This is an optimization exercise on Yosys and OpenROAD, whose aim is small area and a short achievable clock period, not a production implementation. In this exercise RTL edits were held to simulation tests only and were not proved equivalent to the original. Power and IR drop assume default switching activity.

--- design/flow/flow/run.sh ---
#!/bin/bash
# The standard layout (standard.sh), with plain buf_2 cells instead of
# delay buffers as the port buffers, timing repair aimed at 5.5 ns of setup
# slack, and clock tree synthesis without dummy loads. Full tool output goes
# to standard.log.
export BUFFER_PORTS_ARGS="-buffer_cell sky130_fd_sc_hd__buf_2"
export SETUP_SLACK_MARGIN=5.5
export CTS_ARGS="-sink_clustering_enable -repair_clock_nets -sink_clustering_size 16 -sink_clustering_max_diameter 60 -buf_list {sky130_fd_sc_hd__clkbuf_4 sky130_fd_sc_hd__clkbuf_8} -dont_use_dummy_load"
bash standard.sh finish > standard.log 2>&1
status=$?
tail -n 5 standard.log
exit $status
--- design/flow/standard.sh ---
#!/bin/bash
# synth_recipe.tcl (not shown) runs the flow's synth.tcl, then flattens the netlist and writes it again
# the make line also repeats each setting of config.mk as NAME=value (left out here)
make -C /OpenROAD-flow-scripts/flow DESIGN_CONFIG=/design/flow/config.mk WORK_HOME=/design/flow/orfs CLKGATE_MAP_FILE= SYNTH_SCRIPT=/design/flow/synth_recipe.tcl "${@:-finish}"
--- design/flow/config.mk ---
export PLATFORM = sky130hd
export DESIGN_NAME = Main
export DESIGN_NICKNAME = Main
export VERILOG_FILES = /design/flow/design.v
export SDC_FILE = /design/flow/constraint.sdc
export NUM_CORES = 4
export LEC_CHECK = 0
export CAP_MARGIN = 20
export CORE_MARGIN = 2
export CORE_UTILIZATION = 60
export CTS_BUF_LIST = sky130_fd_sc_hd__clkbuf_4 sky130_fd_sc_hd__clkbuf_8
export CTS_CLUSTER_DIAMETER = 60
export CTS_CLUSTER_SIZE = 16
export SLEW_MARGIN = 20
--- design/flow/constraint.sdc ---
create_clock -name core_clock -period 11.0 [get_ports {clk}]
set_input_delay 2.2000 -clock core_clock [delete_from_list [all_inputs] [get_ports {clk}]]
set_output_delay 2.2000 -clock core_clock [all_outputs]
set_load 0.01 [all_outputs]
--- design/flow/design.v ---
module mul16lo(input [15:0] a, input [15:0] b, output [15:0] p);
  wire pp0_0 = a[0] & b[0];
  wire pp0_1 = a[1] & b[0];
  wire pp0_2 = a[2] & b[0];
  wire pp0_3 = a[3] & b[0];
  wire pp0_4 = a[4] & b[0];
  wire pp0_5 = a[5] & b[0];
  wire pp0_6 = a[6] & b[0];
  wire pp0_7 = a[7] & b[0];
  wire pp0_8 = a[8] & b[0];
  wire pp0_9 = a[9] & b[0];
  wire pp0_10 = a[10] & b[0];
  wire pp0_11 = a[11] & b[0];
  wire pp0_12 = a[12] & b[0];
  wire pp0_13 = a[13] & b[0];
  wire pp0_14 = a[14] & b[0];
  wire pp0_15 = a[15] & b[0];
  wire pp1_0 = a[0] & b[1];
  wire pp1_1 = a[1] & b[1];
  wire pp1_2 = a[2] & b[1];
  wire pp1_3 = a[3] & b[1];
  wire pp1_4 = a[4] & b[1];
  wire pp1_5 = a[5] & b[1];
  wire pp1_6 = a[6] & b[1];
  wire pp1_7 = a[7] & b[1];
  wire pp1_8 = a[8] & b[1];
  wire pp1_9 = a[9] & b[1];
  wire pp1_10 = a[10] & b[1];
  wire pp1_11 = a[11] & b[1];
  wire pp1_12 = a[12] & b[1];
  wire pp1_13 = a[13] & b[1];
  wire pp1_14 = a[14] & b[1];
  wire pp2_0 = a[0] & b[2];
  wire pp2_1 = a[1] & b[2];
  wire pp2_2 = a[2] & b[2];
  wire pp2_3 = a[3] & b[2];
  wire pp2_4 = a[4] & b[2];
  wire pp2_5 = a[5] & b[2];
  wire pp2_6 = a[6] & b[2];
  wire pp2_7 = a[7] & b[2];
  wire pp2_8 = a[8] & b[2];
  wire pp2_9 = a[9] & b[2];
  wire pp2_10 = a[10] & b[2];
  wire pp2_11 = a[11] & b[2];
  wire pp2_12 = a[12] & b[2];
  wire pp2_13 = a[13] & b[2];
  wire pp3_0 = a[0] & b[3];
  wire pp3_1 = a[1] & b[3];
  wire pp3_2 = a[2] & b[3];
  wire pp3_3 = a[3] & b[3];
  wire pp3_4 = a[4] & b[3];
  wire pp3_5 = a[5] & b[3];
  wire pp3_6 = a[6] & b[3];
  wire pp3_7 = a[7] & b[3];
  wire pp3_8 = a[8] & b[3];
  wire pp3_9 = a[9] & b[3];
  wire pp3_10 = a[10] & b[3];
  wire pp3_11 = a[11] & b[3];
  wire pp3_12 = a[12] & b[3];
  wire pp4_0 = a[0] & b[4];
  wire pp4_1 = a[1] & b[4];
  wire pp4_2 = a[2] & b[4];
  wire pp4_3 = a[3] & b[4];
  wire pp4_4 = a[4] & b[4];
  wire pp4_5 = a[5] & b[4];
  wire pp4_6 = a[6] & b[4];
  wire pp4_7 = a[7] & b[4];
  wire pp4_8 = a[8] & b[4];
  wire pp4_9 = a[9] & b[4];
  wire pp4_10 = a[10] & b[4];
  wire pp4_11 = a[11] & b[4];
  wire pp5_0 = a[0] & b[5];
  wire pp5_1 = a[1] & b[5];
  wire pp5_2 = a[2] & b[5];
  wire pp5_3 = a[3] & b[5];
  wire pp5_4 = a[4] & b[5];
  wire pp5_5 = a[5] & b[5];
  wire pp5_6 = a[6] & b[5];
  wire pp5_7 = a[7] & b[5];
  wire pp5_8 = a[8] & b[5];
  wire pp5_9 = a[9] & b[5];
  wire pp5_10 = a[10] & b[5];
  wire pp6_0 = a[0] & b[6];
  wire pp6_1 = a[1] & b[6];
  wire pp6_2 = a[2] & b[6];
  wire pp6_3 = a[3] & b[6];
  wire pp6_4 = a[4] & b[6];
  wire pp6_5 = a[5] & b[6];
  wire pp6_6 = a[6] & b[6];
  wire pp6_7 = a[7] & b[6];
  wire pp6_8 = a[8] & b[6];
  wire pp6_9 = a[9] & b[6];
  wire pp7_0 = a[0] & b[7];
  wire pp7_1 = a[1] & b[7];
  wire pp7_2 = a[2] & b[7];
  wire pp7_3 = a[3] & b[7];
  wire pp7_4 = a[4] & b[7];
  wire pp7_5 = a[5] & b[7];
  wire pp7_6 = a[6] & b[7];
  wire pp7_7 = a[7] & b[7];
  wire pp7_8 = a[8] & b[7];
  wire pp8_0 = a[0] & b[8];
  wire pp8_1 = a[1] & b[8];
  wire pp8_2 = a[2] & b[8];
  wire pp8_3 = a[3] & b[8];
  wire pp8_4 = a[4] & b[8];
  wire pp8_5 = a[5] & b[8];
  wire pp8_6 = a[6] & b[8];
  wire pp8_7 = a[7] & b[8];
  wire pp9_0 = a[0] & b[9];
  wire pp9_1 = a[1] & b[9];
  wire pp9_2 = a[2] & b[9];
  wire pp9_3 = a[3] & b[9];
  wire pp9_4 = a[4] & b[9];
  wire pp9_5 = a[5] & b[9];
  wire pp9_6 = a[6] & b[9];
  wire pp10_0 = a[0] & b[10];
  wire pp10_1 = a[1] & b[10];
  wire pp10_2 = a[2] & b[10];
  wire pp10_3 = a[3] & b[10];
  wire pp10_4 = a[4] & b[10];
  wire pp10_5 = a[5] & b[10];
  wire pp11_0 = a[0] & b[11];
  wire pp11_1 = a[1] & b[11];
  wire pp11_2 = a[2] & b[11];
  wire pp11_3 = a[3] & b[11];
  wire pp11_4 = a[4] & b[11];
  wire pp12_0 = a[0] & b[12];
  wire pp12_1 = a[1] & b[12];
  wire pp12_2 = a[2] & b[12];
  wire pp12_3 = a[3] & b[12];
  wire pp13_0 = a[0] & b[13];
  wire pp13_1 = a[1] & b[13];
  wire pp13_2 = a[2] & b[13];
  wire pp14_0 = a[0] & b[14];
  wire pp14_1 = a[1] & b[14];
  wire pp15_0 = a[0] & b[15];
  wire s0, c0;
  assign s0 = pp0_13 ^ pp1_12;
  assign c0 = pp0_13 & pp1_12;
  wire s1, c1;
  assign s1 = pp0_14 ^ pp1_13 ^ pp2_12;
  assign c1 = (pp0_14 & pp1_13) | (pp0_14 & pp2_12) | (pp1_13 & pp2_12);
  wire s2, c2;
  assign s2 = pp3_11 ^ pp4_10;
  assign c2 = pp3_11 & pp4_10;
  wire s3, c3;
  assign s3 = pp0_15 ^ pp1_14 ^ pp2_13;
  assign c3 = (pp0_15 & pp1_14) | (pp0_15 & pp2_13) | (pp1_14 & pp2_13);
  wire s4, c4;
  assign s4 = pp3_12 ^ pp4_11 ^ pp5_10;
  assign c4 = (pp3_12 & pp4_11) | (pp3_12 & pp5_10) | (pp4_11 & pp5_10);
  wire s5, c5;
  assign s5 = pp6_9 ^ pp7_8;
  assign c5 = pp6_9 & pp7_8;
  wire s6, c6;
  assign s6 = pp0_9 ^ pp1_8;
  assign c6 = pp0_9 & pp1_8;
  wire s7, c7;
  assign s7 = pp0_10 ^ pp1_9 ^ pp2_8;
  assign c7 = (pp0_10 & pp1_9) | (pp0_10 & pp2_8) | (pp1_9 & pp2_8);
  wire s8, c8;
  assign s8 = pp3_7 ^ pp4_6;
  assign c8 = pp3_7 & pp4_6;
  wire s9, c9;
  assign s9 = pp0_11 ^ pp1_10 ^ pp2_9;
  assign c9 = (pp0_11 & pp1_10) | (pp0_11 & pp2_9) | (pp1_10 & pp2_9);
  wire s10, c10;
  assign s10 = pp3_8 ^ pp4_7 ^ pp5_6;
  assign c10 = (pp3_8 & pp4_7) | (pp3_8 & pp5_6) | (pp4_7 & pp5_6);
  wire s11, c11;
  assign s11 = pp6_5 ^ pp7_4;
  assign c11 = pp6_5 & pp7_4;
  wire s12, c12;
  assign s12 = pp0_12 ^ pp1_11 ^ pp2_10;
  assign c12 = (pp0_12 & pp1_11) | (pp0_12 & pp2_10) | (pp1_11 & pp2_10);
  wire s13, c13;
  assign s13 = pp3_9 ^ pp4_8 ^ pp5_7;
  assign c13 = (pp3_9 & pp4_8) | (pp3_9 & pp5_7) | (pp4_8 & pp5_7);
  wire s14, c14;
  assign s14 = pp6_6 ^ pp7_5 ^ pp8_4;
  assign c14 = (pp6_6 & pp7_5) | (pp6_6 & pp8_4) | (pp7_5 & pp8_4);
  wire s15, c15;
  assign s15 = pp9_3 ^ pp10_2;
  assign c15 = pp9_3 & pp10_2;
  wire s16, c16;
  assign s16 = s0 ^ pp2_11 ^ pp3_10;
  assign c16 = (s0 & pp2_11) | (s0 & pp3_10) | (pp2_11 & pp3_10);
  wire s17, c17;
  assign s17 = pp4_9 ^ pp5_8 ^ pp6_7;
  assign c17 = (pp4_9 & pp5_8) | (pp4_9 & pp6_7) | (pp5_8 & pp6_7);
  wire s18, c18;
  assign s18 = pp7_6 ^ pp8_5 ^ pp9_4;
  assign c18 = (pp7_6 & pp8_5) | (pp7_6 & pp9_4) | (pp8_5 & pp9_4);
  wire s19, c19;
  assign s19 = pp10_3 ^ pp11_2 ^ pp12_1;
  assign c19 = (pp10_3 & pp11_2) | (pp10_3 & pp12_1) | (pp11_2 & pp12_1);
  wire s20, c20;
  assign s20 = c0 ^ s1 ^ s2;
  assign c20 = (c0 & s1) | (c0 & s2) | (s1 & s2);
  wire s21, c21;
  assign s21 = pp5_9 ^ pp6_8 ^ pp7_7;
  assign c21 = (pp5_9 & pp6_8) | (pp5_9 & pp7_7) | (pp6_8 & pp7_7);
  wire s22, c22;
  assign s22 = pp8_6 ^ pp9_5 ^ pp10_4;
  assign c22 = (pp8_6 & pp9_5) | (pp8_6 & pp10_4) | (pp9_5 & pp10_4);
  wire s23, c23;
  assign s23 = pp11_3 ^ pp12_2 ^ pp13_1;
  assign c23 = (pp11_3 & pp12_2) | (pp11_3 & pp13_1) | (pp12_2 & pp13_1);
  wire s24, c24;
  assign s24 = c1 ^ c2 ^ s3;
  assign c24 = (c1 & c2) | (c1 & s3) | (c2 & s3);
  wire s25, c25;
  assign s25 = s4 ^ s5 ^ pp8_7;
  assign c25 = (s4 & s5) | (s4 & pp8_7) | (s5 & pp8_7);
  wire s26, c26;
  assign s26 = pp9_6 ^ pp10_5 ^ pp11_4;
  assign c26 = (pp9_6 & pp10_5) | (pp9_6 & pp11_4) | (pp10_5 & pp11_4);
  wire s27, c27;
  assign s27 = pp12_3 ^ pp13_2 ^ pp14_1;
  assign c27 = (pp12_3 & pp13_2) | (pp12_3 & pp14_1) | (pp13_2 & pp14_1);
  wire s28, c28;
  assign s28 = pp0_6 ^ pp1_5;
  assign c28 = pp0_6 & pp1_5;
  wire s29, c29;
  assign s29 = pp0_7 ^ pp1_6 ^ pp2_5;
  assign c29 = (pp0_7 & pp1_6) | (pp0_7 & pp2_5) | (pp1_6 & pp2_5);
  wire s30, c30;
  assign s30 = pp3_4 ^ pp4_3;
  assign c30 = pp3_4 & pp4_3;
  wire s31, c31;
  assign s31 = pp0_8 ^ pp1_7 ^ pp2_6;
  assign c31 = (pp0_8 & pp1_7) | (pp0_8 & pp2_6) | (pp1_7 & pp2_6);
  wire s32, c32;
  assign s32 = pp3_5 ^ pp4_4 ^ pp5_3;
  assign c32 = (pp3_5 & pp4_4) | (pp3_5 & pp5_3) | (pp4_4 & pp5_3);
  wire s33, c33;
  assign s33 = pp6_2 ^ pp7_1;
  assign c33 = pp6_2 & pp7_1;
  wire s34, c34;
  assign s34 = s6 ^ pp2_7 ^ pp3_6;
  assign c34 = (s6 & pp2_7) | (s6 & pp3_6) | (pp2_7 & pp3_6);
  wire s35, c35;
  assign s35 = pp4_5 ^ pp5_4 ^ pp6_3;
  assign c35 = (pp4_5 & pp5_4) | (pp4_5 & pp6_3) | (pp5_4 & pp6_3);
  wire s36, c36;
  assign s36 = pp7_2 ^ pp8_1 ^ pp9_0;
  assign c36 = (pp7_2 & pp8_1) | (pp7_2 & pp9_0) | (pp8_1 & pp9_0);
  wire s37, c37;
  assign s37 = c6 ^ s7 ^ s8;
  assign c37 = (c6 & s7) | (c6 & s8) | (s7 & s8);
  wire s38, c38;
  assign s38 = pp5_5 ^ pp6_4 ^ pp7_3;
  assign c38 = (pp5_5 & pp6_4) | (pp5_5 & pp7_3) | (pp6_4 & pp7_3);
  wire s39, c39;
  assign s39 = pp8_2 ^ pp9_1 ^ pp10_0;
  assign c39 = (pp8_2 & pp9_1) | (pp8_2 & pp10_0) | (pp9_1 & pp10_0);
  wire s40, c40;
  assign s40 = c7 ^ c8 ^ s9;
  assign c40 = (c7 & c8) | (c7 & s9) | (c8 & s9);
  wire s41, c41;
  assign s41 = s10 ^ s11 ^ pp8_3;
  assign c41 = (s10 & s11) | (s10 & pp8_3) | (s11 & pp8_3);
  wire s42, c42;
  assign s42 = pp9_2 ^ pp10_1 ^ pp11_0;
  assign c42 = (pp9_2 & pp10_1) | (pp9_2 & pp11_0) | (pp10_1 & pp11_0);
  wire s43, c43;
  assign s43 = c9 ^ c10 ^ c11;
  assign c43 = (c9 & c10) | (c9 & c11) | (c10 & c11);
  wire s44, c44;
  assign s44 = s12 ^ s13 ^ s14;
  assign c44 = (s12 & s13) | (s12 & s14) | (s13 & s14);
  wire s45, c45;
  assign s45 = s15 ^ pp11_1 ^ pp12_0;
  assign c45 = (s15 & pp11_1) | (s15 & pp12_0) | (pp11_1 & pp12_0);
  wire s46, c46;
  assign s46 = c12 ^ c13 ^ c14;
  assign c46 = (c12 & c13) | (c12 & c14) | (c13 & c14);
  wire s47, c47;
  assign s47 = c15 ^ s16 ^ s17;
  assign c47 = (c15 & s16) | (c15 & s17) | (s16 & s17);
  wire s48, c48;
  assign s48 = s18 ^ s19 ^ pp13_0;
  assign c48 = (s18 & s19) | (s18 & pp13_0) | (s19 & pp13_0);
  wire s49, c49;
  assign s49 = c16 ^ c17 ^ c18;
  assign c49 = (c16 & c17) | (c16 & c18) | (c17 & c18);
  wire s50, c50;
  assign s50 = c19 ^ s20 ^ s21;
  assign c50 = (c19 & s20) | (c19 & s21) | (s20 & s21);
  wire s51, c51;
  assign s51 = s22 ^ s23 ^ pp14_0;
  assign c51 = (s22 & s23) | (s22 & pp14_0) | (s23 & pp14_0);
  wire s52, c52;
  assign s52 = c20 ^ c21 ^ c22;
  assign c52 = (c20 & c21) | (c20 & c22) | (c21 & c22);
  wire s53, c53;
  assign s53 = c23 ^ s24 ^ s25;
  assign c53 = (c23 & s24) | (c23 & s25) | (s24 & s25);
  wire s54, c54;
  assign s54 = s26 ^ s27 ^ pp15_0;
  assign c54 = (s26 & s27) | (s26 & pp15_0) | (s27 & pp15_0);
  wire s55, c55;
  assign s55 = pp0_4 ^ pp1_3;
  assign c55 = pp0_4 & pp1_3;
  wire s56, c56;
  assign s56 = pp0_5 ^ pp1_4 ^ pp2_3;
  assign c56 = (pp0_5 & pp1_4) | (pp0_5 & pp2_3) | (pp1_4 & pp2_3);
  wire s57, c57;
  assign s57 = pp3_2 ^ pp4_1;
  assign c57 = pp3_2 & pp4_1;
  wire s58, c58;
  assign s58 = s28 ^ pp2_4 ^ pp3_3;
  assign c58 = (s28 & pp2_4) | (s28 & pp3_3) | (pp2_4 & pp3_3);
  wire s59, c59;
  assign s59 = pp4_2 ^ pp5_1 ^ pp6_0;
  assign c59 = (pp4_2 & pp5_1) | (pp4_2 & pp6_0) | (pp5_1 & pp6_0);
  wire s60, c60;
  assign s60 = c28 ^ s29 ^ s30;
  assign c60 = (c28 & s29) | (c28 & s30) | (s29 & s30);
  wire s61, c61;
  assign s61 = pp5_2 ^ pp6_1 ^ pp7_0;
  assign c61 = (pp5_2 & pp6_1) | (pp5_2 & pp7_0) | (pp6_1 & pp7_0);
  wire s62, c62;
  assign s62 = c29 ^ c30 ^ s31;
  assign c62 = (c29 & c30) | (c29 & s31) | (c30 & s31);
  wire s63, c63;
  assign s63 = s32 ^ s33 ^ pp8_0;
  assign c63 = (s32 & s33) | (s32 & pp8_0) | (s33 & pp8_0);
  wire s64, c64;
  assign s64 = c31 ^ c32 ^ c33;
  assign c64 = (c31 & c32) | (c31 & c33) | (c32 & c33);
  wire s65, c65;
  assign s65 = s34 ^ s35 ^ s36;
  assign c65 = (s34 & s35) | (s34 & s36) | (s35 & s36);
  wire s66, c66;
  assign s66 = c34 ^ c35 ^ c36;
  assign c66 = (c34 & c35) | (c34 & c36) | (c35 & c36);
  wire s67, c67;
  assign s67 = s37 ^ s38 ^ s39;
  assign c67 = (s37 & s38) | (s37 & s39) | (s38 & s39);
  wire s68, c68;
  assign s68 = c37 ^ c38 ^ c39;
  assign c68 = (c37 & c38) | (c37 & c39) | (c38 & c39);
  wire s69, c69;
  assign s69 = s40 ^ s41 ^ s42;
  assign c69 = (s40 & s41) | (s40 & s42) | (s41 & s42);
  wire s70, c70;
  assign s70 = c40 ^ c41 ^ c42;
  assign c70 = (c40 & c41) | (c40 & c42) | (c41 & c42);
  wire s71, c71;
  assign s71 = s43 ^ s44 ^ s45;
  assign c71 = (s43 & s44) | (s43 & s45) | (s44 & s45);
  wire s72, c72;
  assign s72 = c43 ^ c44 ^ c45;
  assign c72 = (c43 & c44) | (c43 & c45) | (c44 & c45);
  wire s73, c73;
  assign s73 = s46 ^ s47 ^ s48;
  assign c73 = (s46 & s47) | (s46 & s48) | (s47 & s48);
  wire s74, c74;
  assign s74 = c46 ^ c47 ^ c48;
  assign c74 = (c46 & c47) | (c46 & c48) | (c47 & c48);
  wire s75, c75;
  assign s75 = s49 ^ s50 ^ s51;
  assign c75 = (s49 & s50) | (s49 & s51) | (s50 & s51);
  wire s76, c76;
  assign s76 = c49 ^ c50 ^ c51;
  assign c76 = (c49 & c50) | (c49 & c51) | (c50 & c51);
  wire s77, c77;
  assign s77 = s52 ^ s53 ^ s54;
  assign c77 = (s52 & s53) | (s52 & s54) | (s53 & s54);
  wire s78, c78;
  assign s78 = pp0_3 ^ pp1_2;
  assign c78 = pp0_3 & pp1_2;
  wire s79, c79;
  assign s79 = s55 ^ pp2_2 ^ pp3_1;
  assign c79 = (s55 & pp2_2) | (s55 & pp3_1) | (pp2_2 & pp3_1);
  wire s80, c80;
  assign s80 = c55 ^ s56 ^ s57;
  assign c80 = (c55 & s56) | (c55 & s57) | (s56 & s57);
  wire s81, c81;
  assign s81 = c56 ^ c57 ^ s58;
  assign c81 = (c56 & c57) | (c56 & s58) | (c57 & s58);
  wire s82, c82;
  assign s82 = c58 ^ c59 ^ s60;
  assign c82 = (c58 & c59) | (c58 & s60) | (c59 & s60);
  wire s83, c83;
  assign s83 = c60 ^ c61 ^ s62;
  assign c83 = (c60 & c61) | (c60 & s62) | (c61 & s62);
  wire s84, c84;
  assign s84 = c62 ^ c63 ^ s64;
  assign c84 = (c62 & c63) | (c62 & s64) | (c63 & s64);
  wire s85, c85;
  assign s85 = c64 ^ c65 ^ s66;
  assign c85 = (c64 & c65) | (c64 & s66) | (c65 & s66);
  wire s86, c86;
  assign s86 = c66 ^ c67 ^ s68;
  assign c86 = (c66 & c67) | (c66 & s68) | (c67 & s68);
  wire s87, c87;
  assign s87 = c68 ^ c69 ^ s70;
  assign c87 = (c68 & c69) | (c68 & s70) | (c69 & s70);
  wire s88, c88;
  assign s88 = c70 ^ c71 ^ s72;
  assign c88 = (c70 & c71) | (c70 & s72) | (c71 & s72);
  wire s89, c89;
  assign s89 = c72 ^ c73 ^ s74;
  assign c89 = (c72 & c73) | (c72 & s74) | (c73 & s74);
  wire s90, c90;
  assign s90 = c74 ^ c75 ^ s76;
  assign c90 = (c74 & c75) | (c74 & s76) | (c75 & s76);
  wire s91, c91;
  assign s91 = pp0_2 ^ pp1_1;
  assign c91 = pp0_2 & pp1_1;
  wire s92, c92;
  assign s92 = s78 ^ pp2_1 ^ pp3_0;
  assign c92 = (s78 & pp2_1) | (s78 & pp3_0) | (pp2_1 & pp3_0);
  wire s93, c93;
  assign s93 = c78 ^ s79 ^ pp4_0;
  assign c93 = (c78 & s79) | (c78 & pp4_0) | (s79 & pp4_0);
  wire s94, c94;
  assign s94 = c79 ^ s80 ^ pp5_0;
  assign c94 = (c79 & s80) | (c79 & pp5_0) | (s80 & pp5_0);
  wire s95, c95;
  assign s95 = c80 ^ s81 ^ s59;
  assign c95 = (c80 & s81) | (c80 & s59) | (s81 & s59);
  wire s96, c96;
  assign s96 = c81 ^ s82 ^ s61;
  assign c96 = (c81 & s82) | (c81 & s61) | (s82 & s61);
  wire s97, c97;
  assign s97 = c82 ^ s83 ^ s63;
  assign c97 = (c82 & s83) | (c82 & s63) | (s83 & s63);
  wire s98, c98;
  assign s98 = c83 ^ s84 ^ s65;
  assign c98 = (c83 & s84) | (c83 & s65) | (s84 & s65);
  wire s99, c99;
  assign s99 = c84 ^ s85 ^ s67;
  assign c99 = (c84 & s85) | (c84 & s67) | (s85 & s67);
  wire s100, c100;
  assign s100 = c85 ^ s86 ^ s69;
  assign c100 = (c85 & s86) | (c85 & s69) | (s86 & s69);
  wire s101, c101;
  assign s101 = c86 ^ s87 ^ s71;
  assign c101 = (c86 & s87) | (c86 & s71) | (s87 & s71);
  wire s102, c102;
  assign s102 = c87 ^ s88 ^ s73;
  assign c102 = (c87 & s88) | (c87 & s73) | (s88 & s73);
  wire s103, c103;
  assign s103 = c88 ^ s89 ^ s75;
  assign c103 = (c88 & s89) | (c88 & s75) | (s89 & s75);
  wire s104, c104;
  assign s104 = c89 ^ s90 ^ s77;
  assign c104 = (c89 & s90) | (c89 & s77) | (s90 & s77);
  wire [15:0] x = {c103, c102, c101, c100, c99, c98, c97, c96, c95, c94, c93, c92, c91, s91, pp0_1, pp0_0};
  wire [15:0] y = {s104, s103, s102, s101, s100, s99, s98, s97, s96, s95, s94, s93, s92, pp2_0, pp1_0, 1'b0};
  assign p = x + y;
endmodule
`timescale 1ns / 1ps
module Main(
	input clk,
	input reset,
	input start_button,
	input axis_valid,
	input [15:0]axis_value,
	input [15:0]mem_rdata,
	output mem_en,
	output mem_we,
	output [14:0]mem_addr,
	output [15:0]mem_wdata,
	output [15:0]led_value
	);
	reg [1:0] st;
	reg [15:0] ir;
	reg [15:0] opA, opB;
	reg [14:0] ad;
	reg [14:0] pc;
	reg fc, fg, fe;             
	reg [255:0] rf;             
	reg [15:0] led;
	wire s01 = (st == 2'b01);
	wire s10 = (st == 2'b10);
	wire s11 = (st == 2'b11);
	always @(posedge clk) begin
		if (reset) st <= 2'b00;
		else st <= st + 2'b01;
	end
	always @(posedge clk) begin
		if (reset) ir <= 16'h0000;
		else if (s01) ir <= mem_rdata;
	end
	function f_is_i(input [3:0] o);
		f_is_i = (o == 4'b0101) | (o == 4'b0110) | (o == 4'b1001) | (o == 4'b1011) |
		         (o == 4'b0001) | (o == 4'b0010) | (o == 4'b0011) | (o == 4'b1110);
	endfunction
	wire [3:0] opc = ir[15:12];
	wire [3:0] fn  = ir[7:4];
	wire [3:0] rd  = ir[11:8];
	wire [3:0] rs  = ir[3:0];
	wire is_r   = (opc == 4'b0000);
	wire is_i   = f_is_i(opc);
	wire is_ls  = (opc == 4'b0100);
	wire is_st  = is_ls & (fn == 4'b0100);
	wire is_jmp = is_ls & (fn == 4'b1100);
	wire is_ld  = is_ls & ~is_st & ~is_jmp;
	wire is_br  = (opc == 4'b1100);
	wire [3:0] op = is_r ? fn : (is_i ? opc : 4'b0000);
	wire op_add  = (op == 4'b0101) | (op == 4'b0110);
	wire op_addc = (op == 4'b0111) | (op == 4'b0001);
	wire op_sub  = (op == 4'b1001);
	wire op_cmp  = (op == 4'b1011);
	wire op_cmpu = (op == 4'b1000);
	wire op_and  = (op == 4'b1111);
	wire op_or   = (op == 4'b0010);
	wire op_xor  = (op == 4'b0011);
	wire op_not  = (op == 4'b1010);
	wire op_lsh  = (op == 4'b0100);
	wire op_mul  = (op == 4'b1110);
	wire op_zero = (op == 4'b1101);
	wire op_wr = op_add | op_addc | op_sub | op_and | op_or | op_xor | op_not | op_lsh | op_mul | op_zero;
	function [15:0] f_imm(input [15:0] w);
		f_imm = {(w[15:12] == 4'b0110) ? 8'h00 : {8{w[7]}}, w[7:0]};
	endfunction
	wire [15:0] A = opA;
	wire [15:0] B = opB;
	wire inv = op_sub | op_cmp | op_cmpu | op_not;
	wire cin = (op_sub | op_cmp | op_cmpu) | (op_addc & fc);
	wire [15:0] Bx = (op_not ? 16'h0000 : B) ^ {16{inv}};
	wire [15:0] px = A ^ Bx;                 
	wire [16:0] s17 = {1'b0, A} + {1'b0, Bx} + {16'h0000, cin};
	wire [15:0] sum = s17[15:0];
	wire cout = s17[16];
	wire c15 = sum[15] ^ A[15] ^ Bx[15];     
	wire eq = &px;                           
	wire ge_s = (~A[15] & B[15]) | (~A[15] & c15) | (B[15] & c15);
	wire [15:0] prod;
	mul16lo mul (.a(A), .b(B), .p(prod));
	wire nr = ~reset;
	wire sel_sum  = nr & s10 & (op_add | op_addc | op_sub);
	wire sel_and  = nr & s10 & op_and;
	wire sel_or   = nr & s10 & op_or;
	wire sel_x    = nr & s10 & (op_xor | op_not);
	wire sel_prod = nr & s10 & (op_lsh | op_mul);
	wire sel_ir   = nr & s10 & is_ld;
	wire sel_mem  = nr & s11;
	wire [15:0] result =
		({16{sel_sum}} & sum) |
		({16{sel_and}} & (A & B)) |
		({16{sel_or}}  & (A | B)) |
		({16{sel_x}}   & px) |
		({16{sel_prod}} & prod);
	wire nfc = (op_add | op_addc) ? cout : (op_sub ? ~cout : fc);
	wire nfg = op_cmp ? (ge_s & ~eq) : (op_cmpu ? (cout & ~eq) : fg);
	wire nfe = (op_cmp | op_cmpu) ? eq : fe;
	always @(posedge clk) begin
		if (reset) begin
			fc <= 1'b0; fg <= 1'b0; fe <= 1'b0;
		end else begin
			fc <= nfc; fg <= nfg; fe <= nfe;
		end
	end
	wire we = (s10 & (op_wr | is_ld)) | (s11 & is_ld);
	wire [15:0] wd = result | ({16{sel_ir}} & ir) | ({16{sel_mem}} & mem_rdata);
	wire [3:0] ra = mem_rdata[11:8];
	wire [3:0] rb = mem_rdata[3:0];
	wire [15:0] pa = rf[16*ra +: 16];
	wire [15:0] pb = rf[16*rb +: 16];
	genvar g;
	generate for (g = 0; g < 16; g = g + 1) begin : regs
		wire wsel = we & (rd == g);
		if (g == 0) begin : r0
			always @(posedge clk)
				if (axis_valid | wsel | reset) rf[15:0] <= axis_valid ? axis_value : wd;
		end else begin : rn
			always @(posedge clk)
				if (wsel | reset) rf[16*g +: 16] <= wd;
		end
	end endgenerate
	always @(posedge clk) led <= rf[255:240];
	wire axA = axis_valid & (s01 ? (ra == 4'd0) : (rd == 4'd0));
	wire axB = axis_valid & (s01 ? (rb == 4'd0) : (rs == 4'd0));
	wire [15:0] nb = axB ? axis_value : pb;
	wire n_r   = (mem_rdata[15:12] == 4'b0000);
	wire n_lsh = n_r & (mem_rdata[7:4] == 4'b0100);
	wire n_i   = f_is_i(mem_rdata[15:12]);
	wire [15:0] n_sh = (nb[15:4] != 12'd0) ? 16'h0000 : (16'h0001 << nb[3:0]);
	always @(posedge clk) begin
		if (axA) opA <= axis_value;
		else if (s01) opA <= pa;
		else if (we) opA <= wd;
		if (s01) ad <= nb[14:0];
		else if (axB) ad <= axis_value[14:0];
		else if (we & (rs == rd)) ad <= wd[14:0];
		if (s01) opB <= n_i ? f_imm(mem_rdata) : (n_lsh ? n_sh : nb);
		else if (~is_i) begin
			if (axB) opB <= axis_value;
			else if (we & (rs == rd)) opB <= wd;
		end
	end
	reg cond;
	always @* begin
		case (rd)
			4'b0000: cond = 1'b1;
			4'b0001: cond = fc;
			4'b0010: cond = fg;
			4'b0011: cond = fe;
			4'b0100: cond = start_button;
			default: cond = 1'b0;
		endcase
	end
	wire pc_zero = (pc == 15'd0);
	wire take = is_br & cond & ~pc_zero;
	wire [14:0] pc_next = pc + (take ? {{7{ir[7]}}, ir[7:0]} : 15'd1);
	always @(posedge clk) begin
		if (reset) pc <= 15'd0;
		else if (s11) pc <= (is_jmp & cond) ? ad : pc_next;
	end
	assign mem_en = ~s10 | (is_ls & ~is_jmp);
	assign mem_we = s10 & is_st;
	assign mem_addr = st[1] ? ad : pc;
	assign mem_wdata = opA;
	assign led_value = led;
endmodule
==> flow_summary.yaml, run 1 <==
critical_path:
  path_cells: "buf_2 -> buf_4 -> or3_1 -> nor2_1 -> a21oi_1 -> mux2i_1 -> o21ai_1 -> or2_0 -> o221a_1 -> o21ai_1"
  cp_max_fo: 68
  reg2regPathDepth: 22
  crit_family: "compound AO/OA/AOI/OAI gates"
  cp_common_cell: "o21ai_1"
  arrival_ns: 5.89
  crit_buf_inv: 2
  slowest_delay_ns: 0.85
  cp-end-kind: "register"
  critPathRequiredTime_ns: 11.43
  crit_type: "primary input to register"
  cpMaxStageDelayCell: "a21oi_1"
  crit_path_start_kind: "primary input"
  cp_num_cells: 10
finish:
  utilization_pct: 67.7
  finalNetCount: 2270
  areaGrowthSynthToFinish_pct: 11.5
  final_cell_mix: "edfxtp_1 (303), nor2_1 (155), mux4_2 (147), nand2_1 (144), inv_1 (130)"
  layout_commonest_cell: "edfxtp_1"
  drive_gt1_share_pct: 26.7
cts:
  clock_latency_ns: 0.64
  htree_levels: 2
  cts_buffers: 36
  cts_tree: "yes"
  ctsRootBufferMaster: "clkbuf_8"
  clockBufferDepth: 3
  cts-hold-fix-buffers: 0
  clkTransAtPathRegs_ns: 0.10
  clock_sinks: 355
routing:
  wl_met3_um: 7050
  num_vias: 17800
  dr_wl_met2_um: 34200
  routed_wirelength_um: 73200
  via_per_inst: 6.80
  first_pass_iters: 7
  drc: 0
  ant_nets: 0
  drtIter0Drc: 2227
  wl_met1_um: 28000
  routedWlPerCell_um: 28.0
  top_layer_used: "met5"
synth:
  synth_top_area_cell: "edfxtp_1"
  synth_fp_nets: 2134
  ys_seq_elements: 355
  syn_area_per_cell_um2: 12.0
  yosysSeqAreaShare_pct: 43.2
  async_reset_ff_share_pct: 0
  yosysTopAreaCellShare_pct: 38.8
  syn_inst: 1956
  synth_edf_count: 303
  synth.area.top_cells: "edfxtp_1 (39%), mux4_2 (14%), fa_1 (7.0%)"
  synth_cell_type_count: 82
  ys_warn_count: 1
  synth_area_um2: 23500
  ys.flop_type: "edfxtp_1"
timing:
  period_minus_slack_ns: 5.46
  setup_viol: 0
  final.setup_skew_ns: 0.0987
  worstMarginPinSlew_ns: 1.11
  slew_viol_final: 0
  hold_violations: 0
  rsz0062_at_grt: "true"
  holdWs_ns: 0.408
  fin_setup_tns_ns: 0
  max_freq_ghz: 0.183
  fin_crit_sh_pct: 49.6
  slew_headroom_pct: 26.0
global_routing:
  antenna_found_initial: 2
  overflow: 0
  grt_usage_pct: 36.4
  grt_pass1_vias: 17300
  grt_pass1_wl_um: 109000
  grt_max_degree: 69
floorplan:
  die_h_um: 202
  ios: 85
  num_rows: 72
  dieArea_um2: 40700
  die_w_um: 202
  initial_utilization_pct: 60.7
  coreArea_um2: 38600
job:
  drv_cap: 0
placement:
  hpwl_um: 48100
  gp_congestion: 0.985
  numPortBuffers: 84
pwr:
  power.density_nw_per_um2: 290
  peakVddDrop_v: 0.000642
  power_leakage_nw: 10.1
run_status:
  status: "no timing/DRC/antenna violations"
hold_path:
  whs_path_depth: 0
  hp-class: "register to register"
## power by group
| group | switching [mW] | internal [mW] |
|---|---|---|
| Combinational | 2.68 | 2.28 |
| Sequential | 0.163 | 1.74 |
| Clock | 0.443 | 0.292 |
| Total | 3.29 | 4.31 |
## cell usage after synthesis, types with 17 or more instances
master,instances
o21bai_1,24
o21ai_0,58
clkbuf_1,85
mux2i_1,27
mux4_2,147
a31oi_1,23
dfxtp_1,52
ha_1,60
fa_1,82
nand3_1,17
a21oi_1,82
and2_1,107
nor3_1,25
nor2_1,157
xnor2_1,39
mux2_2,36
nand2_1,146
edfxtp_1,303
inv_1,139
## routing by layer
layer,up-vias,global-route usage [%]
li1,7583,-
met1,8826,50.7
met2,1090,57.2
met3,255,5.43
met4,2,17.2
met5,-,0
## final timing paths
path | startpoint | endpoint | slack (ns)
setup / recovery | mem_rdata[2] | opB[2]$_DFFE_PP_ | 5.54
hold / removal | rf[243]$_DFFE_PP_ | led[3]$_DFF_P_ | 0.41
setup reg to reg | opB[1]$_DFFE_PP_ | rf[14]$_DFFE_PP_ | 5.56
hold reg to reg | rf[243]$_DFFE_PP_ | led[3]$_DFF_P_ | 0.41
## cell families after synthesis
family / after synthesis / synth area share, %
buffers and inverters: 261 / 4.49
AO/OA/AOI/OAI: 385 / 11.6
multiplexers: 211 / 17.0
flip-flops: 355 / 43.2
AND/OR/NAND/NOR: 547 / 11.4
XOR/XNOR: 55 / 2.11
adder cells (fa/ha/maj): 142 / 10.2
## through the flow
stage	setup slack, ns	instances	total power, mW	cell area (um2)
after global placement	4.71	2479	5.42	24400
after detailed placement	4.63	2479	5.43	24400
final	5.54	2611	7.60	26200
after global routing	5.39	2609	8.02	26200
after CTS	5.51	2572	6.65	25600
after floorplan	5.50	1956	4.45	23500
## registers in the layout, indices dropped and copies added (netlist names)
register and count:
ad 15, fc 1, fe 1, fg 1
ir 16, led 16, opA 16, opB 16
pc 15, rf 256, st 2
## worst register-to-register path: stages, from the launching register on
cell	delay, ns
edfxtp_1	0.42
buf_4	0.17
buf_4	0.13
buf_6	0.11
and2_4	0.13
fa_1	0.49
inv_1	0.05
fa_2	0.34
fa_1	0.53
inv_2	0.04
fa_1	0.48
inv_1	0.05
fa_1	0.49
inv_2	0.05
ha_4	0.28
and2_4	0.15
o2111ai_4	0.14
a31oi_4	0.20
xor2_2	0.11
a22oi_1	0.17
nand4_1	0.23
buf_4	0.23
mux2_2	0.25
## layout make-up
| class | count | area (um2) |
|---|---|---|
| Multi-Input combinational cell | 1340 | 12800 |
| Fill cell | 2827 | 12500 |
| Sequential cell | 355 | 10100 |
| Timing Repair Buffer | 219 | 1540 |
| Tap cell | 518 | 648 |
| Inverter | 140 | 528 |
| Clock buffer | 36 | 495 |
| Antenna cell | 3 | 7.51 |
## what timing repair did
action | in CTS | in global routing
endpoints found under the setup margin | 150 | 87
pin swaps | 22 | 42
buffers inserted | 57 | 36
gates resized for setup | 38 | 70
==> run 2, diff against run 1 <==
==> design/flow/flow/run.sh (replaced) <==
#!/bin/bash
# The standard layout (standard.sh), with plain buf_2 cells instead of
# delay buffers as the port buffers, timing repair aimed at 6 ns of setup
# slack, and clock tree synthesis without dummy loads. Full tool output goes
# to standard.log.
export BUFFER_PORTS_ARGS="-buffer_cell sky130_fd_sc_hd__buf_2"
export SETUP_SLACK_MARGIN=6
export CTS_ARGS="-sink_clustering_enable -repair_clock_nets -sink_clustering_size 16 -sink_clustering_max_diameter 60 -buf_list {sky130_fd_sc_hd__clkbuf_4 sky130_fd_sc_hd__clkbuf_8} -dont_use_dummy_load"
bash standard.sh finish > standard.log 2>&1
status=$?
tail -n 5 standard.log
exit $status
--- a/design/flow/config.mk
+++ b/design/flow/config.mk
@@ -7,7 +7,7 @@
 export LEC_CHECK = 0
 export CAP_MARGIN = 20
 export CORE_MARGIN = 2
-export CORE_UTILIZATION = 60
+export CORE_UTILIZATION = 70
 export CTS_BUF_LIST = sky130_fd_sc_hd__clkbuf_4 sky130_fd_sc_hd__clkbuf_8
 export CTS_CLUSTER_DIAMETER = 60
 export CTS_CLUSTER_SIZE = 16
==> run 2 against run 1 <==
  * Non-clock buffer count up 17
  * Count of clock-buffer cells in the layout shrank 6
  * Sequential power about the same
  * Clock power down 11%
  * Critical path depth increased by 10
  * Via count up 5.6%
  * Critical path type is now register to register
  * Clock skew increased by 0.055 ns
  * Synthesized cell count is the same
  * Design area up 2.0%
  * Critical endpoint is now ad[13]$_DFFE_PP_
  * Combinational power is 12% higher
  * Worst setup slack got worse by 0.074 ns
  * Sequential share of layout area fell by 0.76 points
==> flow_summary.yaml, run 2 <==
finish:
  areaGrowthSynthToFinish_pct: 13.7
  diodes: 0
  seqCellArea_um2: 10100
  top_register: "rf"
  largest_reg_flops: 256
  multiInputGateArea_um2: 13200
  utilization_pct: 80.2
  fin_area_um2: 26700
  nFillCells: 1901
  stdcell_count: 2549
  final_cell_mix: "edfxtp_1 (303), nor2_1 (151), mux4_2 (147), nand2_1 (137), inv_1 (128)"
  layout_commonest_cell: "edfxtp_1"
  finalNetCount: 2281
  drive_gt1_share_pct: 29.5
global_routing:
  use_met3_pct: 9.57
  use_met2_pct: 67.6
  overflow: 0
  grt_pass1_wl_um: 112000
  grt_usage_pct: 43.0
  grt_max_degree: 56
  use_met1_pct: 55.3
  antenna_found_initial: 0
  busiest_layer: "met2"
  grt_pass1_vias: 18500
placement:
  gp_congestion: 1.01
  post_dp_cell_area_um2: 24500
  hpwl_um: 49000
  numPortBuffers: 84
  placedCellCount: 2413
cts:
  clockBufferDepth: 3
  cts_tree: "yes"
  clock_sinks: 355
  clock_latency_ns: 0.70
  ctsRootBufferMaster: "clkbuf_8"
  cts_buffers: 30
  clkTransAtPathRegs_ns: 0.11
  htree_levels: 1
critical_path:
  cp-end-kind: "register"
  arrival_ns: 5.86
  crit_type: "register to register"
  cp_max_fo: 4
  crit_path_start_kind: "register"
  critPathRequiredTime_ns: 11.33
synth:
  syn_inst: 1956
  synth_area_um2: 23500
  ys_seq_elements: 355
  async_reset_ff_share_pct: 0
  synth.area.top_cells: "edfxtp_1 (39%), mux4_2 (14%), fa_1 (7.0%)"
  yosys-top-cells-count: "edfxtp_1 (303), nor2_1 (157), mux4_2 (147)"
  syn_area_per_cell_um2: 12.0
  synth_compound_area_share_pct: 11.6
  synthAdderAreaFrac_pct: 10.2
  yosysTopAreaCellShare_pct: 38.8
  synth_edf_count: 303
  synth_top_area_cell: "edfxtp_1"
  synth_top_family_by_area: "multiplexers"
  synth-simple-area-share_pct: 11.4
  ys_warn_count: 1
  yosysMostFrequentCell: "edfxtp_1"
  yosysSeqAreaShare_pct: 43.2
  synth-xor-area-share_pct: 2.11
  synth_cell_type_count: 82
  synth_fp_nets: 2134
  ys.flop_type: "edfxtp_1"
  synthMuxAreaShare_pct: 17.0
routing:
  drtIter0Drc: 2679
  ant_nets: 0
  first_pass_iters: 8
  routedWlPerCell_um: 30.1
  routed_wirelength_um: 76700
  drc: 0
  via_per_inst: 7.36
  num_vias: 18800
floorplan:
  die_w_um: 187
  initial_utilization_pct: 70.5
  dieArea_um2: 35000
  ios: 85
  coreArea_um2: 33300
  num_rows: 67
  die_h_um: 187
timing:
  period_minus_slack_ns: 5.53
  rsz0062_at_grt: "true"
  final.setup_skew_ns: 0.153
  max_freq_ghz: 0.181
  hold_violations: 0
  slew_headroom_pct: 19.0
  worstMarginPinSlew_ns: 1.22
  fin_crit_sh_pct: 50.3
  fin_setup_tns_ns: 0
  setup_viol: 0
  slew_viol_final: 0
hold_path:
  hp-class: "register to register"
pwr:
  power.density_nw_per_um2: 306
  peakVddDrop_v: 0.000673
  power.total_mw: 8.17
  power_leakage_nw: 10.3
job:
  drv_cap: 0
run_status:
  status: "no timing/DRC/antenna violations"
==> run 2: cell counts after synthesis <==
Identical to the previous run, type by type.
==> run 2: layout make-up <==
type | count | area share [%]
multi-input combinational | 1340 | 49.4
sequential | 355 | 38.0
timing repair buffer | 236 | 6.96
tap | 448 | 2.10
inverter | 140 | 2.00
clock buffer | 30 | 1.55
==> run 2: final timing paths <==
kind / startpoint / to / slack, ns / depth (start not counted)
max reg2reg: opA[6]$_DFFE_PP_ / ad[13]$_DFFE_PP_ / 5.47 / 20
max: opA[6]$_DFFE_PP_ / ad[13]$_DFFE_PP_ / 5.47 / 20
min reg2reg: rf[240]$_DFFE_PP_ / led[0]$_DFF_P_ / 0.40 / 0
min: rf[240]$_DFFE_PP_ / led[0]$_DFF_P_ / 0.40 / 0
==> run 2: power breakdown <==
part	leakage [nW]	internal, mW	switching (mW)
clock	0.216	0.242	0.415
combinational	6.55	2.61	2.96
sequential	3.54	1.74	0.195
==> run 2: kinds of logic after synthesis <==
family,Yosys count
AND/OR/NAND/NOR,547
AO/OA/AOI/OAI,385
flip-flops,355
buffers and inverters,261
multiplexers,211
adder cells (fa/ha/maj),142
XOR/XNOR,55
==> run 2: per-stage QoR <==
stage               worst slack [ns]  hold WS, ns
finish                          5.47        0.401
global route                    5.38        0.414
CTS                             5.60        0.397
detailed placement              4.73        0.385
global placement                4.71        0.382
floorplan                       5.78        0.360
==> run 2: worst max-delay path, cell delays in order (launching register included) <==
cell and delay (ns):
edfxtp_1 0.43, buf_6 0.17, and2_4 0.16, fa_1 0.55
inv_2 0.04, fa_1 0.49, inv_2 0.05, fa_1 0.50
inv_1 0.05, fa_1 0.50, inv_2 0.05, ha_4 0.26
o21a_1 0.17, o21a_2 0.22, o2111ai_4 0.15, a21oi_2 0.25
nor2_2 0.08, xnor2_2 0.17, a211o_4 0.38, mux2_4 0.28
a21o_1 0.23
==> run 2: layer usage <==
| layer | share of wire [%] | up-vias |
|---|---|---|
| li1 | - | 7594 |
| met1 | 34 | 9114 |
| met2 | 46 | 1625 |
| met3 | 13 | 426 |
| met4 | 7.4 | 0 |
| met5 | 0 | - |
==> run 2: repair_timing <==
action / 4_1_cts / 5_1_grt
resized for setup: 82 / 108
pin swaps: 50 / 49
hold buffers: 0 / 0
setup buffers: 87 / 14
setup endpoints to repair: 202 / 173
gates cloned: 1 / 4
==> run 3, diff against run 2 <==
--- a/design/flow/design.v
+++ b/design/flow/design.v
@@ -582,18 +582,20 @@
 	wire n_lsh = n_r & (mem_rdata[7:4] == 4'b0100);
 	wire n_i   = f_is_i(mem_rdata[15:12]);
 	wire [15:0] n_sh = (nb[15:4] != 12'd0) ? 16'h0000 : (16'h0001 << nb[3:0]);
+	wire tb_ax = ~s01 & ~is_i & axB;
+	wire tb_wd = ~s01 & ~is_i & ~axB & we & (rs == rd);
 	always @(posedge clk) begin
-		if (axA) opA <= axis_value;
-		else if (s01) opA <= pa;
-		else if (we) opA <= wd;
+		opA <= ({16{axA}} & axis_value) |
+		       ({16{~axA & s01}} & pa) |
+		       ({16{~axA & ~s01 & we}} & wd) |
+		       ({16{~axA & ~s01 & ~we}} & opA);
 		if (s01) ad <= nb[14:0];
 		else if (axB) ad <= axis_value[14:0];
 		else if (we & (rs == rd)) ad <= wd[14:0];
-		if (s01) opB <= n_i ? f_imm(mem_rdata) : (n_lsh ? n_sh : nb);
-		else if (~is_i) begin
-			if (axB) opB <= axis_value;
-			else if (we & (rs == rd)) opB <= wd;
-		end
+		opB <= ({16{s01}} & (n_i ? f_imm(mem_rdata) : (n_lsh ? n_sh : nb))) |
+		       ({16{tb_ax}} & axis_value) |
+		       ({16{tb_wd}} & wd) |
+		       ({16{~s01 & ~tb_ax & ~tb_wd}} & opB);
 	end
 	reg cond;
 	always @* begin
==> design/flow/flow/run.sh (replaced) <==
#!/bin/bash
# The standard layout (standard.sh), with plain buf_2 cells instead of
# delay buffers as the port buffers, and timing repair aimed at 5.5 ns of
# setup slack. Full tool output goes to standard.log.
export BUFFER_PORTS_ARGS="-buffer_cell sky130_fd_sc_hd__buf_2"
export SETUP_SLACK_MARGIN=5.5
bash standard.sh finish > standard.log 2>&1
status=$?
tail -n 5 standard.log
exit $status
--- a/design/flow/config.mk
+++ b/design/flow/config.mk
@@ -7,7 +7,7 @@
 export LEC_CHECK = 0
 export CAP_MARGIN = 20
 export CORE_MARGIN = 2
-export CORE_UTILIZATION = 70
+export CORE_UTILIZATION = 60
 export CTS_BUF_LIST = sky130_fd_sc_hd__clkbuf_4 sky130_fd_sc_hd__clkbuf_8
 export CTS_CLUSTER_DIAMETER = 60
 export CTS_CLUSTER_SIZE = 16
==> run 3 against run 2 <==
  * Still clean on timing, DRC and antenna
  * Synthesized cell count increased by 5.4%
  * Routed wire length decreased by 3.3%
  * Cell count increased by 3.7%
  * Clock skew decreased by 0.097 ns
  * Utilization decreased by 14 points
  * Count of clock-buffer cells in the layout increased by 14
  * Area after synthesis increased by 1.3%
  * Total power decreased by 25%
  * Critical path type unchanged
  * Critical endpoint is now rf[15]$_DFFE_PP_
==> flow_summary.yaml, run 3 <==
run_status:
  status: "no timing/DRC/antenna violations"
timing:
  slew_viol_final: 0
  period_minus_slack_ns: 5.35
  fin_crit_sh_pct: 48.6
  fin_setup_tns_ns: 0
  holdWs_ns: 0.414
  worstMarginPinSlew_ns: 1.14
  rsz0062_at_grt: "true"
  max_freq_ghz: 0.187
  setup_viol: 0
  final.setup_skew_ns: 0.0566
  fin_ws_ns: 5.65
  hold_violations: 0
  slew_headroom_pct: 24.0
routing:
  routed_wirelength_um: 74200
  via_per_inst: 6.88
  drtIter0Drc: 2365
  ant_nets: 0
  first_pass_iters: 7
  routedWlPerCell_um: 28.1
  num_vias: 18200
  drc: 0
synth:
  synth_edf_count: 271
  async_reset_ff_share_pct: 0
  synthAdderAreaFrac_pct: 10.1
  synth_top_area_cell: "edfxtp_1"
  yosysMostFrequentCell: "edfxtp_1"
  synth-simple-area-share_pct: 12.3
  yosys-top-cells-count: "edfxtp_1 (271), nand2_1 (172), inv_1 (155)"
  synth_area_um2: 23800
  ys_seq_elements: 355
  ys.flop_type: "edfxtp_1"
  syn_area_per_cell_um2: 11.5
  synth_top_family_by_area: "multiplexers"
  synthMuxAreaShare_pct: 16.7
  synth_fp_nets: 2240
  syn_inst: 2061
  synth_compound_area_share_pct: 12.6
  synth-xor-area-share_pct: 2.05
  synth_cell_type_count: 91
  yosysSeqAreaShare_pct: 41.3
  synth.area.top_cells: "edfxtp_1 (34%), mux4_2 (14%), dfxtp_1 (7.1%)"
  ys_warn_count: 1
  yosysTopAreaCellShare_pct: 34.2
floorplan:
  dieArea_um2: 41200
  initial_utilization_pct: 61.1
  die_w_um: 203
  ios: 85
  num_rows: 72
  coreArea_um2: 38900
  die_h_um: 203
finish:
  areaGrowthSynthToFinish_pct: 7.99
  seqCellArea_um2: 9860
  top_register: "rf"
  largest_reg_flops: 256
  drive_gt1_share_pct: 21.6
  layout_commonest_cell: "edfxtp_1"
  multiInputGateArea_um2: 13000
  finalNetCount: 2279
  nFillCells: 3037
  diodes: 0
  stdcell_count: 2643
  final_cell_mix: "edfxtp_1 (271), nand2_1 (171), inv_1 (153), mux4_2 (147), nor2_1 (113)"
cts:
  clock_latency_ns: 0.69
  ctsRootBufferMaster: "clkbuf_8"
  clock_sinks: 355
  clockBufferDepth: 3
  htree_levels: 1
  clkTransAtPathRegs_ns: 0.09
  cts_buffers: 31
  cts_tree: "yes"
pwr:
  peakVddDrop_v: 0.000353
  power.density_nw_per_um2: 240
  power.total_mw: 6.16
  power_leakage_nw: 9.92
global_routing:
  antenna_found_initial: 2
  grt_max_degree: 66
  grt_pass1_wl_um: 111000
  grt_pass1_vias: 17800
  grt_usage_pct: 36.2
  use_met2_pct: 57.0
  use_met1_pct: 51.0
  busiest_layer: "met2"
  use_met3_pct: 6.21
  overflow: 0
job:
  drv_cap: 0
placement:
  gp_congestion: 1.02
  dp_slack_ns: 5.07
  numPortBuffers: 84
  hpwl_um: 51400
  placedCellCount: 2578
hold_path:
  hp-class: "register to register"
critical_path:
  crit_path_start_kind: "register"
  cp_max_fo: 18
  cp-end-kind: "register"
  critPathRequiredTime_ns: 11.43
  arrival_ns: 5.78
  crit_type: "register to register"
==> run 3: changes by cell type after synthesis, sizes merged, moves of 13 or more <==
cell / change
a21oi: +16
a221o: +13
a22oi: +23
a31oi: -17
dfxtp: +32
edfxtp: -32
inv: +15
nand2: +26
nand3: +14
nor2: -42
o21bai: -21
o31ai: +13
==> run 3: layout make-up <==
class	count	area share [%]
clock buffers	44	2.07
clock inverters	14	0.497
inverters	156	2.29
multi-input cells	1412	50.8
flip-flops and latches	355	38.4
well taps	518	2.52
repair buffers	144	3.45
==> run 3: worst paths after layout <==
kind | startpoint | endpoint | slack [ns] | cells past startpoint
setup / recovery | opA[14]$_DFF_P_ | rf[15]$_DFFE_PP_ | 5.65 | 17
hold / removal | rf[247]$_DFFE_PP_ | led[7]$_DFF_P_ | 0.41 | 0
setup reg to reg | opA[14]$_DFF_P_ | rf[15]$_DFFE_PP_ | 5.65 | 17
hold reg to reg | rf[247]$_DFFE_PP_ | led[7]$_DFF_P_ | 0.41 | 0
==> run 3: kinds of logic after synthesis <==
kind of cell               after synthesis
and+or+nand+nor                        578
buffers and inverters                  294
adders and majority gates              143
DFF                                    355
xor gates and xnor gates                54
muxes                                  208
AOI/OAI and AO/OA                      429
==> run 3: layer usage <==
layer	share of wire, %	up-vias
met3	10	192
li1	-	7806
met1	39	9077
met2	46	1114
met4	4.4	4
met5	0.045	-
==> run 3: power breakdown <==
part / internal (mW) / switching [mW]
Combinational: 1.50 / 1.98
Clock: 0.329 / 0.481
Sequential: 1.66 / 0.219
==> run 3: per-stage QoR <==
step	utilization, %	cell area [um2]
3_5_place_dp	63.8	24800
2_1_floorplan	-	23800
3_3_place_gp	63.7	24800
5_1_grt	66.0	25700
4_1_cts	65.5	25500
6_report	66.0	25700
==> run 3: critical path, stage by stage, from the launching register on <==
cell	delay (ns)
dfxtp_1	0.71
nand2_1	0.14
fa_1	0.51
inv_1	0.05
fa_1	0.52
inv_1	0.06
fa_1	0.53
fa_1	0.45
fa_1	0.44
xor2_1	0.19
xnor2_1	0.16
xnor2_1	0.16
xnor2_1	0.15
xnor3_1	0.28
xnor2_2	0.18
o211ai_1	0.15
buf_6	0.20
mux2_4	0.26
==> run 3: timing repair <==
action	in CTS	in global routing
endpoints found under the setup margin	48	75
hold buffers	0	0
pin swaps	1	4
setup buffers	0	7
resized for setup	13	32
==> run 4, diff against run 3 <==
==> design/flow/flow/run.sh (replaced) <==
#!/bin/bash
# The standard layout (standard.sh), with plain buf_2 cells instead of
# delay buffers as the port buffers, and timing repair aimed at 6.5 ns of
# setup slack. Full tool output goes to standard.log.
export BUFFER_PORTS_ARGS="-buffer_cell sky130_fd_sc_hd__buf_2"
export SETUP_SLACK_MARGIN=6.5
bash standard.sh finish > standard.log 2>&1
status=$?
tail -n 5 standard.log
exit $status
==> run 4 against run 3 <==
  * Still clean
  * Routed wire length rose by 8.4%
  * Via count rose by 4.4%
  * Count of clock-buffer cells in the layout unchanged
  * Sequential cell count unchanged
  * Sequential power is essentially flat
  * First-iteration DRC count increased by 4.3%
  * Global-route usage grew 2.4 points
  * Area after synthesis is the same
  * Design area up 7.5%
  * Cell count is 2.8% higher
  * Non-clock buffer count grew 78
  * Combinational power increased by 28%
  * Largest power group unchanged
  * Highest routed layer unchanged
==> flow_summary.yaml, run 4 <==
run_status:
  status: "no timing/DRC/antenna violations"
routing:
  ant_nets: 0
  via_per_inst: 6.99
  drc: 0
  first_pass_iters: 6
  num_vias: 19000
  routed_wirelength_um: 80400
  routedWlPerCell_um: 29.6
  drtIter0Drc: 2467
critical_path:
  cp-end-kind: "register"
  critPathRequiredTime_ns: 11.40
  arrival_ns: 5.44
  crit_path_start_kind: "register"
  cp_max_fo: 4
  startpoint: "opA[13]$_DFF_P_"
  reg2reg_from: "opA[13]$_DFF_P_"
  crit_type: "register to register"
timing:
  period_minus_slack_ns: 5.04
  fin_crit_sh_pct: 45.8
  slew_headroom_pct: 9.62
  holdWs_ns: 0.409
  max_freq_ghz: 0.198
  final.setup_skew_ns: 0.0919
  worstMarginPinSlew_ns: 1.34
  hold_violations: 0
  rsz0062_at_grt: "true"
  fin_setup_tns_ns: 0
  slew_viol_final: 0
  setup_viol: 0
synth:
  ys_seq_elements: 355
  async_reset_ff_share_pct: 0
  synth_fp_nets: 2240
  yosysTopAreaCellShare_pct: 34.2
  yosysMostFrequentCell: "edfxtp_1"
  synthAdderAreaFrac_pct: 10.1
  synth_top_family_by_area: "multiplexers"
  synth_compound_area_share_pct: 12.6
  syn_area_per_cell_um2: 11.5
  synth-simple-area-share_pct: 12.3
  yosysSeqAreaShare_pct: 41.3
  synth-xor-area-share_pct: 2.05
  synth_edf_count: 271
  synth.area.top_cells: "edfxtp_1 (34%), mux4_2 (14%), dfxtp_1 (7.1%)"
  synth_top_area_cell: "edfxtp_1"
  synth_cell_type_count: 91
  syn_inst: 2061
  ys_warn_count: 1
  ys.flop_type: "edfxtp_1"
  synthMuxAreaShare_pct: 16.7
  synth_area_um2: 23800
  yosys-top-cells-count: "edfxtp_1 (271), nand2_1 (172), inv_1 (155)"
hold_path:
  hold_start: "rf[243]$_DFFE_PP_"
  hp-class: "register to register"
pwr:
  power.total_mw: 7.11
  peakVddDrop_v: 0.000429
  power.density_nw_per_um2: 258
  power_leakage_nw: 10.5
finish:
  largest_reg_flops: 256
  areaGrowthSynthToFinish_pct: 16.1
  final_cell_mix: "edfxtp_1 (271), nand2_1 (165), mux4_2 (147), inv_1 (141), nor2_1 (104)"
  top_register: "rf"
  drive_gt1_share_pct: 30.2
  diodes: 0
  nFillCells: 2848
  layout_commonest_cell: "edfxtp_1"
  finalNetCount: 2357
  fin_area_um2: 27600
floorplan:
  die_h_um: 203
  initial_utilization_pct: 61.1
  ios: 85
  coreArea_um2: 38900
  die_w_um: 203
  dieArea_um2: 41200
  num_rows: 72
global_routing:
  grt_max_degree: 66
  grt_pass1_vias: 18400
  overflow: 0
  grt_usage_pct: 38.6
  antenna_found_initial: 3
  grt_pass1_wl_um: 117000
cts:
  cts_buffers: 30
  clock_sinks: 355
  clock_latency_ns: 0.71
  ctsRootBufferMaster: "clkbuf_8"
  clockBufferDepth: 3
  clkTransAtPathRegs_ns: 0.10
  cts_tree: "yes"
  htree_levels: 1
job:
  drv_cap: 0
placement:
  hpwl_um: 52600
  numPortBuffers: 84
  gp_congestion: 1.01
  post_dp_cell_area_um2: 25100
==> run 4: cell counts after synthesis <==
Identical to the previous run, type by type.
==> run 4: cell families (layout without fill, tap and decap cells) <==
logic type,count (synthesis),after routing
flip-flops,355,355
adder cells (fa/ha/maj),143,143
multiplexers,208,208
XOR/XNOR,54,54
AO/OA/AOI/OAI,429,429
buffers and inverters,294,433
AND/OR/NAND/NOR,578,578
==> run 4: cell type report <==
class                      instances  area (um2)  share of cell area (%)
multi-input combinational       1412       13900                    50.5
sequential                       355        9900                    35.9
timing repair buffer             222        1870                    6.77
tap                              518         648                    2.35
inverter                         156         613                    2.22
clock buffer                      44         524                    1.90
clock inverter                    10         105                   0.381
timing repair inverter             1        7.51                  0.0272
==> run 4: path summary, 6_finish.rpt <==
check,endpoint,slack (ns),depth (start not counted)
worst min register to register,led[3]$_DFF_P_,0.41,0
worst max-delay path,rf[15]$_DFFE_PP_,5.96,20
worst max register to register,rf[15]$_DFFE_PP_,5.96,20
worst min-delay path,led[3]$_DFF_P_,0.41,0
==> run 4: metrics by stage <==
step	setup slack (ns)	std cells	util, %
floorplan	5.83	2061	-
global placement	5.00	2567	64.6
detailed placement	5.11	2568	64.6
CTS	5.91	2688	68.9
global route	5.80	2718	70.9
finish	5.96	2718	70.9
==> run 4: critical path, cell delays in order, from the launching register on <==
cell and delay, ns:
dfxtp_4 0.39, and2_4 0.17, ha_4 0.25, inv_2 0.03
fa_1 0.47, inv_1 0.05, fa_2 0.33, inv_2 0.06
fa_1 0.44, fa_1 0.52, fa_2 0.35, xor2_1 0.15
xnor2_1 0.17, xnor2_1 0.15, xnor2_1 0.14, xnor3_1 0.24
xnor2_1 0.17, o211ai_1 0.09, buf_4 0.19, buf_8 0.12
mux2_4 0.24
==> run 4: what timing repair did <==
| item | CTS | global route |
|---|---|---|
| setup endpoints to repair | 294 | 226 |
| buffers inserted | 63 | 24 |
| hold buffers | 0 | 0 |
| resized for setup | 133 | 112 |
| cloned | 3 | 6 |
| pin swaps | 55 | 49 |
==> run 4: where the power goes <==
group | switching [mW] | internal (mW)
Combinational | 2.35 | 2.09
Clock | 0.477 | 0.322
Sequential | 0.216 | 1.66
Total | 3.04 | 4.07
==> run 4: per-layer routing <==
layer  vias up  share of wire, %  track usage, %
met5         -             0.016               0
li1       7954                 -               -
met1      9499                37            52.7
met2      1270                46            61.0
met4         2               5.5            17.3
met3       264                11            7.06
==> run 5, diff against run 4 <==
==> design/flow/flow/run.sh (replaced) <==
#!/bin/bash
# The standard layout (standard.sh), with plain buf_2 cells instead of
# delay buffers as the port buffers, and timing repair aimed at 6 ns of
# setup slack. Full tool output goes to standard.log.
export BUFFER_PORTS_ARGS="-buffer_cell sky130_fd_sc_hd__buf_2"
export SETUP_SLACK_MARGIN=6
bash standard.sh finish > standard.log 2>&1
status=$?
tail -n 5 standard.log
exit $status
==> run 5 against run 4 <==
  * Still clean
  * First-iteration DRC count rose by 0.73%
  * Via count fell by 2.4%
  * Cell count fell by 1.4%
  * Combinational power rose by 2%
  * Critical path type unchanged
==> flow_summary.yaml, run 5 <==
job:
  drv_cap: 0
critical_path:
  crit_path_start_kind: "register"
  arrival_ns: 5.58
  critPathRequiredTime_ns: 11.44
  cpMaxStageDelayCell: "fa_2"
  cp-end-kind: "register"
  crit_type: "register to register"
  cp_max_fo: 6
  path_cells: "and2_4 -> ha_4 -> inv_2 -> fa_1 -> inv_2 -> fa_2 -> inv_2 -> fa_2 -> fa_1 -> fa_2 -> xor2_2 -> xnor2_2 -> xnor2_1 -> xnor2_1 -> xnor3_1 -> xnor2_2 -> o211ai_1 -> buf_6 -> mux2_4"
global_routing:
  grt_pass1_wl_um: 113000
  grt_pass1_vias: 18200
  grt_usage_pct: 36.9
  antenna_found_initial: 0
finish:
  layout_commonest_cell: "edfxtp_1"
  final_cell_mix: "edfxtp_1 (271), nand2_1 (165), mux4_2 (147), inv_1 (139), nor2_1 (108)"
  largest_reg_flops: 256
  finalNetCount: 2318
  top_register: "rf"
  areaGrowthSynthToFinish_pct: 12.1
  diodes: 0
floorplan:
  dieArea_um2: 41200
  die_w_um: 203
  die_h_um: 203
  ios: 85
  coreArea_um2: 38900
  initial_utilization_pct: 61.1
routing:
  num_vias: 18500
  ant_nets: 0
  routed_wirelength_um: 75800
  drc: 0
  routedWlPerCell_um: 28.3
  first_pass_iters: 8
  via_per_inst: 6.91
cts:
  cts_tree: "yes"
  htree_levels: 1
  clock_sinks: 355
  cts-hold-fix-buffers: 0
  clkTransAtPathRegs_ns: 0.10
  cts_buffers: 30
timing:
  period_minus_slack_ns: 5.14
  final.setup_skew_ns: 0.0732
  hold_violations: 0
  max_freq_ghz: 0.194
  setup_viol: 0
  slew_viol_final: 0
  rsz0062_at_grt: "true"
  slew_headroom_pct: 25.1
synth:
  synth-simple-area-share_pct: 12.3
  ys_warn_count: 1
  ys_seq_elements: 355
  syn_area_per_cell_um2: 11.5
  yosysTopAreaCellShare_pct: 34.2
  synth_top_area_cell: "edfxtp_1"
  synthMuxAreaShare_pct: 16.7
  ys.flop_type: "edfxtp_1"
  synth_area_um2: 23800
  yosysSeqAreaShare_pct: 41.3
  synth_compound_area_share_pct: 12.6
  synth_top_family_by_area: "multiplexers"
  synth_cell_type_count: 91
  synth_edf_count: 271
  yosysMostFrequentCell: "edfxtp_1"
  synth_fp_nets: 2240
pwr:
  power.density_nw_per_um2: 271
  power.total_mw: 7.23
  power_leakage_nw: 10.2
placement:
  numPortBuffers: 84
  hpwl_um: 51900
  gp_congestion: 0.975
run_status:
  status: "no timing/DRC/antenna violations"
hold_path:
  hp-class: "register to register"
## run 5: report_power, final
part / total (mW) / switching, mW / internal (mW)
Sequential: 1.89 / 0.227 / 1.66
Combinational: 4.53 / 2.43 / 2.10
Clock: 0.810 / 0.472 / 0.338
## run 5: area by class of cell
type	instances	area, um2
Clock buffer	42	509
Sequential cell	355	9900
Timing Repair inverter	2	15.0
Fill cell	2924	12300
Multi-Input combinational cell	1412	13600
Inverter	156	606
Timing Repair Buffer	182	1280
Tap cell	518	648
Clock inverter	13	139
## run 5: worst paths after layout
path / start / endpoint / slack, ns / cells after the start
setup / recovery: opB[1]$_DFF_P_ / rf[15]$_DFFE_PP_ / 5.86 / 19
hold / removal: rf[241]$_DFFE_PP_ / led[1]$_DFF_P_ / 0.41 / 0
setup reg to reg: opB[1]$_DFF_P_ / rf[15]$_DFFE_PP_ / 5.86 / 19
hold reg to reg: rf[241]$_DFFE_PP_ / led[1]$_DFF_P_ / 0.41 / 0
## run 5: worst max-delay path, delay by kind of cell, from the launching register on
kind	cells	cell delay, ns
buffers and inverters	4	0.30
xor gates and xnor gates	6	1.15
and+or+nand+nor	1	0.17
muxes	1	0.25
DFF	1	0.40
AOI/OAI and AO/OA	1	0.14
adders and majority gates	6	2.48
## run 5: kinds of logic after synthesis
family	Yosys count
buffers and inverters	294
multiplexers	208
AO/OA/AOI/OAI	429
flip-flops	355
AND/OR/NAND/NOR	578
adder cells (fa/ha/maj)	143
XOR/XNOR	54
## run 5: per-layer routing
layer,global-route usage [%],up-vias,part of all wire [%],wire length (um)
li1,-,7862,-,-
met1,51.7,9259,39,29300
met2,57.5,1210,46,35000
met3,6.81,198,11,8320
met4,14.6,0,4.2,3200
met5,0,-,0,0
## run 5: what timing repair did
item                       4_1_cts  5_1_grt
setup endpoints to repair      177      183
resized for setup               80      105
cloned                           0        3
pin swaps                       25       41
buffers inserted                27       19
## run 5: stage by stage
stage	worst slack (ns)	hold WS, ns	area, um2	instances
2_1_floorplan	5.83	0.360	24000	2061
3_3_place_gp	5.16	0.386	24900	2576
3_5_place_dp	5.08	0.384	24900	2576
4_1_cts	5.89	0.412	26100	2658
5_1_grt	5.71	0.426	26700	2680
6_report	5.86	0.408	26700	2680

Setup slack of run 5, layout unchanged: 5.857 ns with ideal ports, 5.857 ns with driving cells assumed (clock clkbuf_16, inputs buf_2), 5.482 ns with port delays also shifted by the 0.711 ns mid clock arrival.
